Context: an optimization exercise on an open-source flow, tuned for small area, a short achievable clock period and few clock cycles. The choices shown serve that exercise and are no tape-out recipe.
At most, simulation tests tie the RTL to the original design; equivalence was not proved.

==> job 6772 <==
// SingleCycleProcessor
module SingleCycleProcessor(
    input         clk,
    input         rst,
    output [31:0] imem_addr,
    input  [31:0] imem_rdata,
    output [31:0] dmem_addr,
    output [31:0] dmem_wdata,
    output        dmem_we,
    input  [31:0] dmem_rdata
    );
==> module SingleCycleProcessor, before the edit <==
module SingleCycleProcessor(
    input         clk,
    input         rst,
    output [31:0] imem_addr,
    input  [31:0] imem_rdata,
    output [31:0] dmem_addr,
    output [31:0] dmem_wdata,
    output        dmem_we,
    input  [31:0] dmem_rdata
    );
    localparam [6:0] OP_LW  = 7'b0000011;
    localparam [6:0] OP_SW  = 7'b0100011;
    localparam [6:0] OP_R   = 7'b0110011;
    localparam [6:0] OP_I   = 7'b0010011;
    localparam [6:0] OP_BEQ = 7'b1100011;
    localparam [6:0] OP_JAL = 7'b1101111;
    localparam ALU_ADD = 0, ALU_SUB = 1, ALU_SHL = 2, ALU_OR = 3, ALU_AND = 4;
    reg  [31:0] pc;
    reg         id_ir0;        
    reg  [31:1] id_irh;
    wire [31:0] id_ir = {id_irh, id_ir0};
    reg  [31:0] id_pc;
    reg  [31:0] ex_a, ex_b, ex_c;
    reg         ex_fa, ex_fb, ex_fc;
    reg  [4:0]  ex_alu;
    reg         ex_wr, ex_ld, ex_st, ex_br;
    reg  [4:0]  ex_rd;
    reg  [31:0] mem_res, mem_wd;
    reg         mem_we, mem_wr, mem_ld;
    reg  [4:0]  mem_rd;
    reg  [31:0] rf [1:31];
    assign imem_addr = pc;
    assign dmem_addr  = mem_res;
    assign dmem_wdata = mem_wd;
    assign dmem_we    = mem_we;
    wire [31:0] wb_data = mem_ld ? dmem_rdata : mem_res;
    always @(posedge clk) begin
        if (mem_wr)
            rf[mem_rd] <= wb_data;
    end
    wire [6:0] op  = id_ir[6:0];
    wire [4:0] rs1 = id_ir[19:15];
    wire [4:0] rs2 = id_ir[24:20];
    wire [4:0] rd  = id_ir[11:7];
    wire [2:0] f3  = id_ir[14:12];
    wire d_ld  = (op == OP_LW);
    wire d_st  = (op == OP_SW);
    wire d_r   = (op == OP_R);
    wire d_i   = (op == OP_I);
    wire d_br  = (op == OP_BEQ);
    wire d_jal = (op == OP_JAL);
    wire d_wr  = (d_ld | d_r | d_i | d_jal) & (rd != 5'd0);
    wire use1  = d_ld | d_st | d_r | d_i | d_br;
    wire use2  = d_st | d_r | d_br;
    wire [31:0] imm_i = {{20{id_ir[31]}}, id_ir[31:20]};
    wire [31:0] imm_s = {{20{id_ir[31]}}, id_ir[31:25], id_ir[11:7]};
    wire [31:0] imm_b = {{19{id_ir[31]}}, id_ir[7], id_ir[31], id_ir[30:25], id_ir[11:8], 1'b0};
    wire [31:0] imm_j = {{12{id_ir[31]}}, id_ir[19:12], id_ir[20], id_ir[30:21], 1'b0};
    wire [31:0] target = id_pc + (d_jal ? imm_j : imm_b);
    wire [31:0] link   = id_pc + 32'd4;
    wire [31:0] rv1 = (rs1 == 5'd0) ? 32'd0 :
                      (mem_wr && mem_rd == rs1) ? wb_data : rf[rs1];
    wire [31:0] rv2 = (rs2 == 5'd0) ? 32'd0 :
                      (mem_wr && mem_rd == rs2) ? wb_data : rf[rs2];
    wire hit1 = ex_wr && (ex_rd == rs1) && use1;
    wire hit2 = ex_wr && (ex_rd == rs2) && use2;
    wire stall = ex_ld && (hit1 || hit2);
    reg [4:0] d_alu;
    always @(*) begin
        d_alu = 5'b00001;
        if (d_r || d_i) begin
            case (f3)
                3'b000: d_alu = (d_r && id_ir[30]) ? 5'b00010 : 5'b00001;
                3'b010: d_alu = 5'b00100;
                3'b110: d_alu = 5'b01000;
                3'b111: d_alu = 5'b10000;
                default: d_alu = 5'b00001;
            endcase
        end
    end
    wire [31:0] a = ex_fa ? mem_res : ex_a;
    wire [31:0] b = ex_fb ? mem_res : ex_b;
    wire [31:0] c = ex_fc ? mem_res : ex_c;
    wire [31:0] sum  = a + (ex_alu[ALU_SUB] ? ~b : b) + {31'd0, ex_alu[ALU_SUB]};
    wire [31:0] shl  = (|b[31:5]) ? 32'd0 : (a << b[4:0]);
    wire [31:0] alu  = ex_alu[ALU_SHL] ? shl :
                       ex_alu[ALU_OR]  ? (a | b) :
                       ex_alu[ALU_AND] ? (a & b) : sum;
    wire taken = ex_br && (a == b);
    always @(posedge clk or posedge rst) begin
        if (rst) begin
            pc       <= 32'h1000;
            id_ir0 <= 1'b0;
            ex_wr    <= 1'b0;
            ex_ld    <= 1'b0;
            ex_st    <= 1'b0;
            ex_br    <= 1'b0;
            mem_we   <= 1'b0;
            mem_wr   <= 1'b0;
        end else begin
            mem_we <= ex_st;
            mem_wr <= ex_wr;
            if (taken || stall) begin
                ex_wr <= 1'b0;
                ex_ld <= 1'b0;
                ex_st <= 1'b0;
                ex_br <= 1'b0;
            end else begin
                ex_wr <= d_wr;
                ex_ld <= d_ld;
                ex_st <= d_st;
                ex_br <= d_br;
            end
            if (taken) begin
                pc       <= c;
                id_ir0 <= 1'b0;
            end else if (stall) begin
                pc       <= pc;
            end else if (d_jal) begin
                pc       <= target;
                id_ir0 <= 1'b0;
            end else begin
                pc       <= pc + 32'd4;
                id_ir0 <= imem_rdata[0];
            end
        end
    end
    always @(posedge clk) begin
        mem_res <= alu;
        mem_wd  <= c;
        mem_ld  <= ex_ld;
        mem_rd  <= ex_rd;
        if (!stall) begin
            id_irh <= imem_rdata[31:1];
            id_pc       <= pc;
        end
        ex_a   <= d_jal ? link : rv1;
        ex_b   <= (d_i || d_ld) ? imm_i : d_st ? imm_s : d_jal ? 32'd0 : rv2;
        ex_c   <= d_st ? rv2 : target;
        ex_fa  <= hit1;
        ex_fb  <= hit2 && !d_st;
        ex_fc  <= hit2 && d_st;
        ex_alu <= d_alu;
        ex_rd  <= rd;
    end
endmodule
clock: 10.0 ns
lec_check: 0
cap_margin: 20
core_margin: 2
core_utilization: 40
slew_margin: 20
run.sh (not shown) runs the stock make flow with config.mk's settings and CLKGATE_MAP_FILE= SYNTH_SCRIPT=/design/flow/synth_recipe.tcl, a recipe that flattens the netlist after the stock synthesis.
==> job 2088: changes against job 6772 <==
==> flow/design.v (replaced) <==
`timescale 1ns / 1ps
module SingleCycleProcessor(
    input         clk,
    input         rst,
    output [31:0] imem_addr,
    input  [31:0] imem_rdata,
    output [31:0] dmem_addr,
    output [31:0] dmem_wdata,
    output        dmem_we,
    input  [31:0] dmem_rdata
    );
    localparam [6:0] OP_LW  = 7'b0000011;
    localparam [6:0] OP_SW  = 7'b0100011;
    localparam [6:0] OP_R   = 7'b0110011;
    localparam [6:0] OP_I   = 7'b0010011;
    localparam [6:0] OP_BEQ = 7'b1100011;
    localparam [6:0] OP_JAL = 7'b1101111;
    localparam ALU_SUB = 0, ALU_SHL = 1, ALU_OR = 2, ALU_AND = 3;
    reg  [31:1] pc;
    reg         id_ir0;        
    reg  [31:1] id_irh;
    wire [31:0] id_ir = {id_irh, id_ir0};
    reg  [31:1] id_x;          
    reg  [31:0] ex_a, ex_b, ex_c;
    reg         ex_fa, ex_fb, ex_fc;
    reg  [3:0]  ex_alu;
    reg         ex_wr, ex_ld, ex_st, ex_br;
    reg  [4:0]  ex_rd;
    reg  [31:0] mem_res, mem_wd;
    reg         mem_we, mem_wr, mem_ld;
    reg  [4:0]  mem_rd;
    reg  [31:0] rf [1:31];
    assign imem_addr = {pc, 1'b0};
    wire [31:0] fi = imem_rdata;
    wire f_jal   = (fi[6:0] == OP_JAL);
    wire f_bsame = (fi[6:0] == OP_BEQ) && (fi[19:15] == fi[24:20]);
    wire [31:1] f_imm = fi[2] ? {{12{fi[31]}}, fi[19:12], fi[20], fi[30:21]}
                              : {{19{fi[31]}}, fi[7], fi[31], fi[30:25], fi[11:8]};
    wire [31:1] f_target;
    PrefixAdder #(.W(31)) u_f_target (.x(pc), .y(f_imm), .s(f_target));
    wire [31:1] f_next   = pc + 31'd2;
    assign dmem_addr  = mem_res;
    assign dmem_wdata = mem_wd;
    assign dmem_we    = mem_we;
    wire [31:0] wb_data = mem_ld ? dmem_rdata : mem_res;
    always @(posedge clk) begin
        if (mem_wr)
            rf[mem_rd] <= wb_data;
    end
    wire [6:0] op  = id_ir[6:0];
    wire [4:0] rs1 = id_ir[19:15];
    wire [4:0] rs2 = id_ir[24:20];
    wire [4:0] rd  = id_ir[11:7];
    wire [2:0] f3  = id_ir[14:12];
    wire d_ld  = (op == OP_LW);
    wire d_st  = (op == OP_SW);
    wire d_r   = (op == OP_R);
    wire d_i   = (op == OP_I);
    wire d_br  = (op == OP_BEQ) && (rs1 != rs2);
    wire d_jal = (op == OP_JAL);
    wire d_wr  = (d_ld | d_r | d_i | d_jal) & (rd != 5'd0);
    wire use1  = d_ld | d_st | d_r | d_i | d_br;
    wire use2  = d_st | d_r | d_br;
    wire [31:0] imm_i = {{20{id_ir[31]}}, id_ir[31:20]};
    wire [31:0] imm_s = {{20{id_ir[31]}}, id_ir[31:25], id_ir[11:7]};
    reg  [31:0] rf1, rf2;
    integer k;
    always @(*) begin
        rf1 = 32'd0;
        rf2 = 32'd0;
        for (k = 1; k < 32; k = k + 1) begin
            rf1 = rf1 | ({32{rs1 == k[4:0]}} & rf[k]);
            rf2 = rf2 | ({32{rs2 == k[4:0]}} & rf[k]);
        end
    end
    wire [31:0] rv1 = (rs1 != 5'd0 && mem_wr && mem_rd == rs1) ? wb_data : rf1;
    wire [31:0] rv2 = (rs2 != 5'd0 && mem_wr && mem_rd == rs2) ? wb_data : rf2;
    wire hit1  = ex_wr && (ex_rd == rs1) && use1;
    wire hit2  = ex_wr && (ex_rd == rs2) && use2;
    wire stall = ex_ld && (hit1 || hit2);
    reg [3:0] d_alu;
    always @(*) begin
        d_alu = 4'b0000;
        if (d_r || d_i) begin
            case (f3)
                3'b000: d_alu = {3'b000, d_r & id_ir[30]};
                3'b010: d_alu = 4'b0010;
                3'b110: d_alu = 4'b0100;
                3'b111: d_alu = 4'b1000;
                default: d_alu = 4'b0000;
            endcase
        end
    end
    wire [31:0] a = ex_fa ? mem_res : ex_a;
    wire [31:0] b = ex_fb ? mem_res : ex_b;
    wire [31:0] c = ex_fc ? mem_res : ex_c;
    wire [31:0] sum = a + (ex_alu[ALU_SUB] ? ~b : b) + {31'd0, ex_alu[ALU_SUB]};
    wire [31:0] shl = (|b[31:5]) ? 32'd0 : (a << b[4:0]);
    wire [31:0] alu = ex_alu[ALU_SHL] ? shl :
                      ex_alu[ALU_OR]  ? (a | b) :
                      ex_alu[ALU_AND] ? (a & b) : sum;
    wire taken = ex_br && (a == b);
    always @(posedge clk or posedge rst) begin
        if (rst) begin
            pc     <= 31'h800;        
            id_ir0 <= 1'b0;
            ex_wr  <= 1'b0;
            ex_ld  <= 1'b0;
            ex_st  <= 1'b0;
            ex_br  <= 1'b0;
            mem_we <= 1'b0;
            mem_wr <= 1'b0;
        end else begin
            mem_we <= ex_st;
            mem_wr <= ex_wr;
            if (taken || stall) begin
                ex_wr <= 1'b0;
                ex_ld <= 1'b0;
                ex_st <= 1'b0;
                ex_br <= 1'b0;
            end else begin
                ex_wr <= d_wr;
                ex_ld <= d_ld;
                ex_st <= d_st;
                ex_br <= d_br;
            end
            if (taken) begin
                pc     <= c[31:1];
                id_ir0 <= 1'b0;
            end else if (!stall) begin
                pc     <= (f_jal || f_bsame) ? f_target : f_next;
                id_ir0 <= imem_rdata[0];
            end
        end
    end
    always @(posedge clk) begin
        mem_res <= alu;
        mem_wd  <= c;
        mem_ld  <= ex_ld;
        mem_rd  <= ex_rd;
        if (!stall) begin
            id_irh <= imem_rdata[31:1];
            id_x   <= fi[2] ? f_next : f_target;
        end
        ex_a   <= d_jal ? {id_x, 1'b0} : rv1;
        ex_b   <= (d_i || d_ld) ? imm_i : d_st ? imm_s : d_jal ? 32'd0 : rv2;
        ex_c   <= d_st ? rv2 : {id_x, 1'b0};
        ex_fa  <= hit1;
        ex_fb  <= hit2 && !d_st;
        ex_fc  <= hit2 && d_st;
        ex_alu <= d_alu;
        ex_rd  <= rd;
    end
endmodule
module PrefixAdder #(parameter W = 32) (
    input  [W-1:0] x,
    input  [W-1:0] y,
    output [W-1:0] s
    );
    localparam L = $clog2(W);
    wire [W-1:0] g [0:L];
    wire [W-1:0] p [0:L];
    assign g[0] = x & y;
    assign p[0] = x ^ y;
    genvar l, i;
    generate
        for (l = 0; l < L; l = l + 1) begin : lvl
            for (i = 0; i < W; i = i + 1) begin : bt
                if (i >= (1 << l)) begin : node
                    assign g[l+1][i] = g[l][i] | (p[l][i] & g[l][i-(1<<l)]);
                    assign p[l+1][i] = p[l][i] & p[l][i-(1<<l)];
                end else begin : pass
                    assign g[l+1][i] = g[l][i];
                    assign p[l+1][i] = p[l][i];
                end
            end
        end
    endgenerate
    assign s = p[0] ^ {g[L][W-2:0], 1'b0};
endmodule
==> flow/flow/run.sh (new file) <==
#!/bin/bash
# The standard ORFS layout, with the resizer's setup repair aiming MARGIN ns
# below the (unchanged) clock period instead of config.mk's at most 5 ns.
set -euo pipefail
MARGIN=6.5
sed "s/SETUP_SLACK_MARGIN=[^ ]*/SETUP_SLACK_MARGIN=$MARGIN/" standard.sh > standard_margin.sh
grep -q "SETUP_SLACK_MARGIN=$MARGIN" standard_margin.sh
bash standard_margin.sh > make.log 2>&1
==> flow/standard.sh (new file) <==
#!/bin/bash
# synth_recipe.tcl (not shown) runs the flow's synth.tcl, then flattens the netlist and writes it again
# the make line also repeats each setting of config.mk as NAME=value (left out here)
make -C /OpenROAD-flow-scripts/flow DESIGN_CONFIG=/design/flow/config.mk WORK_HOME=/design/flow/orfs CLKGATE_MAP_FILE= SYNTH_SCRIPT=/design/flow/synth_recipe.tcl "${@:-finish}"
Settings changed: SETUP_SLACK_MARGIN set to 5, TNS_END_PERCENT set to 100.
removed: flow/run.sh
==> job 3002: changes against job 6772 <==
==> flow/design.v (replaced) <==
`timescale 1ns / 1ps
module SingleCycleProcessor(
    input         clk,
    input         rst,
    output [31:0] imem_addr,
    input  [31:0] imem_rdata,
    output [31:0] dmem_addr,
    output [31:0] dmem_wdata,
    output        dmem_we,
    input  [31:0] dmem_rdata
    );
    localparam [6:0] OP_LW  = 7'b0000011;
    localparam [6:0] OP_SW  = 7'b0100011;
    localparam [6:0] OP_R   = 7'b0110011;
    localparam [6:0] OP_I   = 7'b0010011;
    localparam [6:0] OP_BEQ = 7'b1100011;
    localparam [6:0] OP_JAL = 7'b1101111;
    localparam ALU_SUB = 0, ALU_SHL = 1, ALU_OR = 2, ALU_AND = 3;
    reg  [31:1] pc;
    reg         id_ir0;        
    reg  [31:1] id_irh;
    wire [31:0] id_ir = {id_irh, id_ir0};
    reg  [31:1] id_x;          
    reg  [31:0] ex_a, ex_b, ex_c;
    reg         ex_fa, ex_fb, ex_fc;
    reg  [3:0]  ex_alu;
    reg         ex_wr, ex_ld, ex_st, ex_br;
    reg  [4:0]  ex_rd;
    reg  [31:0] mem_res, mem_wd;
    reg         mem_we, mem_wr, mem_ld;
    reg  [4:0]  mem_rd;
    reg  [31:0] rf [1:31];
    assign imem_addr = {pc, 1'b0};
    wire [31:0] fi = imem_rdata;
    wire f_jal   = (fi[6:0] == OP_JAL);
    wire f_bsame = (fi[6:0] == OP_BEQ) && (fi[19:15] == fi[24:20]);
    wire [31:1] f_imm = f_jal ? {{12{fi[31]}}, fi[19:12], fi[20], fi[30:21]}
                              : {{19{fi[31]}}, fi[7], fi[31], fi[30:25], fi[11:8]};
    wire [31:1] f_target = pc + f_imm;
    wire [31:1] f_next   = pc + 31'd2;
    assign dmem_addr  = mem_res;
    assign dmem_wdata = mem_wd;
    assign dmem_we    = mem_we;
    wire [31:0] wb_data = mem_ld ? dmem_rdata : mem_res;
    always @(posedge clk) begin
        if (mem_wr)
            rf[mem_rd] <= wb_data;
    end
    wire [6:0] op  = id_ir[6:0];
    wire [4:0] rs1 = id_ir[19:15];
    wire [4:0] rs2 = id_ir[24:20];
    wire [4:0] rd  = id_ir[11:7];
    wire [2:0] f3  = id_ir[14:12];
    wire d_ld  = (op == OP_LW);
    wire d_st  = (op == OP_SW);
    wire d_r   = (op == OP_R);
    wire d_i   = (op == OP_I);
    wire d_br  = (op == OP_BEQ) && (rs1 != rs2);
    wire d_jal = (op == OP_JAL);
    wire d_wr  = (d_ld | d_r | d_i | d_jal) & (rd != 5'd0);
    wire use1  = d_ld | d_st | d_r | d_i | d_br;
    wire use2  = d_st | d_r | d_br;
    wire [31:0] imm_i = {{20{id_ir[31]}}, id_ir[31:20]};
    wire [31:0] imm_s = {{20{id_ir[31]}}, id_ir[31:25], id_ir[11:7]};
    wire [31:0] rv1 = (rs1 == 5'd0) ? 32'd0 :
                      (mem_wr && mem_rd == rs1) ? wb_data : rf[rs1];
    wire [31:0] rv2 = (rs2 == 5'd0) ? 32'd0 :
                      (mem_wr && mem_rd == rs2) ? wb_data : rf[rs2];
    wire hit1  = ex_wr && (ex_rd == rs1) && use1;
    wire hit2  = ex_wr && (ex_rd == rs2) && use2;
    wire stall = ex_ld && (hit1 || hit2);
    reg [3:0] d_alu;
    always @(*) begin
        d_alu = 4'b0000;
        if (d_r || d_i) begin
            case (f3)
                3'b000: d_alu = {3'b000, d_r & id_ir[30]};
                3'b010: d_alu = 4'b0010;
                3'b110: d_alu = 4'b0100;
                3'b111: d_alu = 4'b1000;
                default: d_alu = 4'b0000;
            endcase
        end
    end
    wire [31:0] a = ex_fa ? mem_res : ex_a;
    wire [31:0] b = ex_fb ? mem_res : ex_b;
    wire [31:0] c = ex_fc ? mem_res : ex_c;
    wire [31:0] sum = a + (ex_alu[ALU_SUB] ? ~b : b) + {31'd0, ex_alu[ALU_SUB]};
    wire [31:0] shl = (|b[31:5]) ? 32'd0 : (a << b[4:0]);
    wire [31:0] alu = ex_alu[ALU_SHL] ? shl :
                      ex_alu[ALU_OR]  ? (a | b) :
                      ex_alu[ALU_AND] ? (a & b) : sum;
    wire taken = ex_br && (a == b);
    always @(posedge clk or posedge rst) begin
        if (rst) begin
            pc     <= 31'h800;        
            id_ir0 <= 1'b0;
            ex_wr  <= 1'b0;
            ex_ld  <= 1'b0;
            ex_st  <= 1'b0;
            ex_br  <= 1'b0;
            mem_we <= 1'b0;
            mem_wr <= 1'b0;
        end else begin
            mem_we <= ex_st;
            mem_wr <= ex_wr;
            if (taken || stall) begin
                ex_wr <= 1'b0;
                ex_ld <= 1'b0;
                ex_st <= 1'b0;
                ex_br <= 1'b0;
            end else begin
                ex_wr <= d_wr;
                ex_ld <= d_ld;
                ex_st <= d_st;
                ex_br <= d_br;
            end
            if (taken) begin
                pc     <= c[31:1];
                id_ir0 <= 1'b0;
            end else if (!stall) begin
                pc     <= (f_jal || f_bsame) ? f_target : f_next;
                id_ir0 <= imem_rdata[0];
            end
        end
    end
    always @(posedge clk) begin
        mem_res <= alu;
        mem_wd  <= c;
        mem_ld  <= ex_ld;
        mem_rd  <= ex_rd;
        if (!stall) begin
            id_irh <= imem_rdata[31:1];
            id_x   <= f_jal ? f_next : f_target;
        end
        ex_a   <= d_jal ? {id_x, 1'b0} : rv1;
        ex_b   <= (d_i || d_ld) ? imm_i : d_st ? imm_s : d_jal ? 32'd0 : rv2;
        ex_c   <= d_st ? rv2 : {id_x, 1'b0};
        ex_fa  <= hit1;
        ex_fb  <= hit2 && !d_st;
        ex_fc  <= hit2 && d_st;
        ex_alu <= d_alu;
        ex_rd  <= rd;
    end
endmodule
Settings changed: ABC_CLOCK_PERIOD_IN_PS set to 3000, SETUP_SLACK_MARGIN set to 5, TNS_END_PERCENT set to 100.
==> comparison <==
Wire length, lowest first: job 6772, job 3002, job 2088.
Worst setup slack: job 2088 > job 3002 > job 6772.
Global-route usage: job 3002 is lower than job 2088 (12 points).
Flip-flop and latch count: job 6772 > job 3002 > job 2088.
==> figures <==
metric	job 6772	job 2088	job 3002
Result of the run	no timing/DRC/antenna violations	no timing/DRC/antenna violations	no timing/DRC/antenna violations
Met1 Resource Use GR	36.2%	48.6%	34.8%
Worst Path Class, Setup	register to register	input pin to register	register to register
Distinct cell type count after synthesis	94	83	107
Met1 wire length	86600 um	102000 um	86800 um
Crit path from	id_irh[5]	imem_rdata[2]	ex_fa
Fraction of the mapped netlist area in compound gates	7.72%	19.7%	7.19%
Number of global-route vias before repair	41700	49700	42100
Unrepaired setup endpoints after global routing	no	yes	no
Width of the chip	407 um	390 um	408 um
Testbench counts of job 6772, summed over its fixed seeds: cycles 65,421.
Testbench counts of job 3002, summed over its fixed seeds: cycles 58,973.
Function not checked in job 2088: the RTL went through the layout flow alone.

==> separate check: timing with driven ports <==
In the flow no input, the clock included, has a driving cell. The finished layouts below were timed again as built, in two steps.
Step 1, drivers: a clkbuf_16 drives clk and a buf_2 each remaining input, both assumed.
Step 2, shift: input delay + t, output delay - t, t = (earliest + latest rising clock arrival at the registers) / 2. This alone moves slack from input paths to output paths.
a / b / c = no drivers / after step 1 / after step 2; a / b = the first two.
run | shift t [ns] | setup WS [ns] | worst register clock-pin slew, ns
job 6772 | 0.853 | 5.124 / 5.124 / 5.124 | 0.07 / 0.07
job 2088 | 0.859 | 5.808 / 5.826 / 4.967 | 0.07 / 0.07
job 3002 | 0.859 | 5.179 / 5.179 / 4.386 | 0.07 / 0.07
After both steps setup and hold are still met in every run listed. The setup slack of job 2088, which loses most, moves by +0.018 ns with the drivers and by -0.841 ns with both steps.
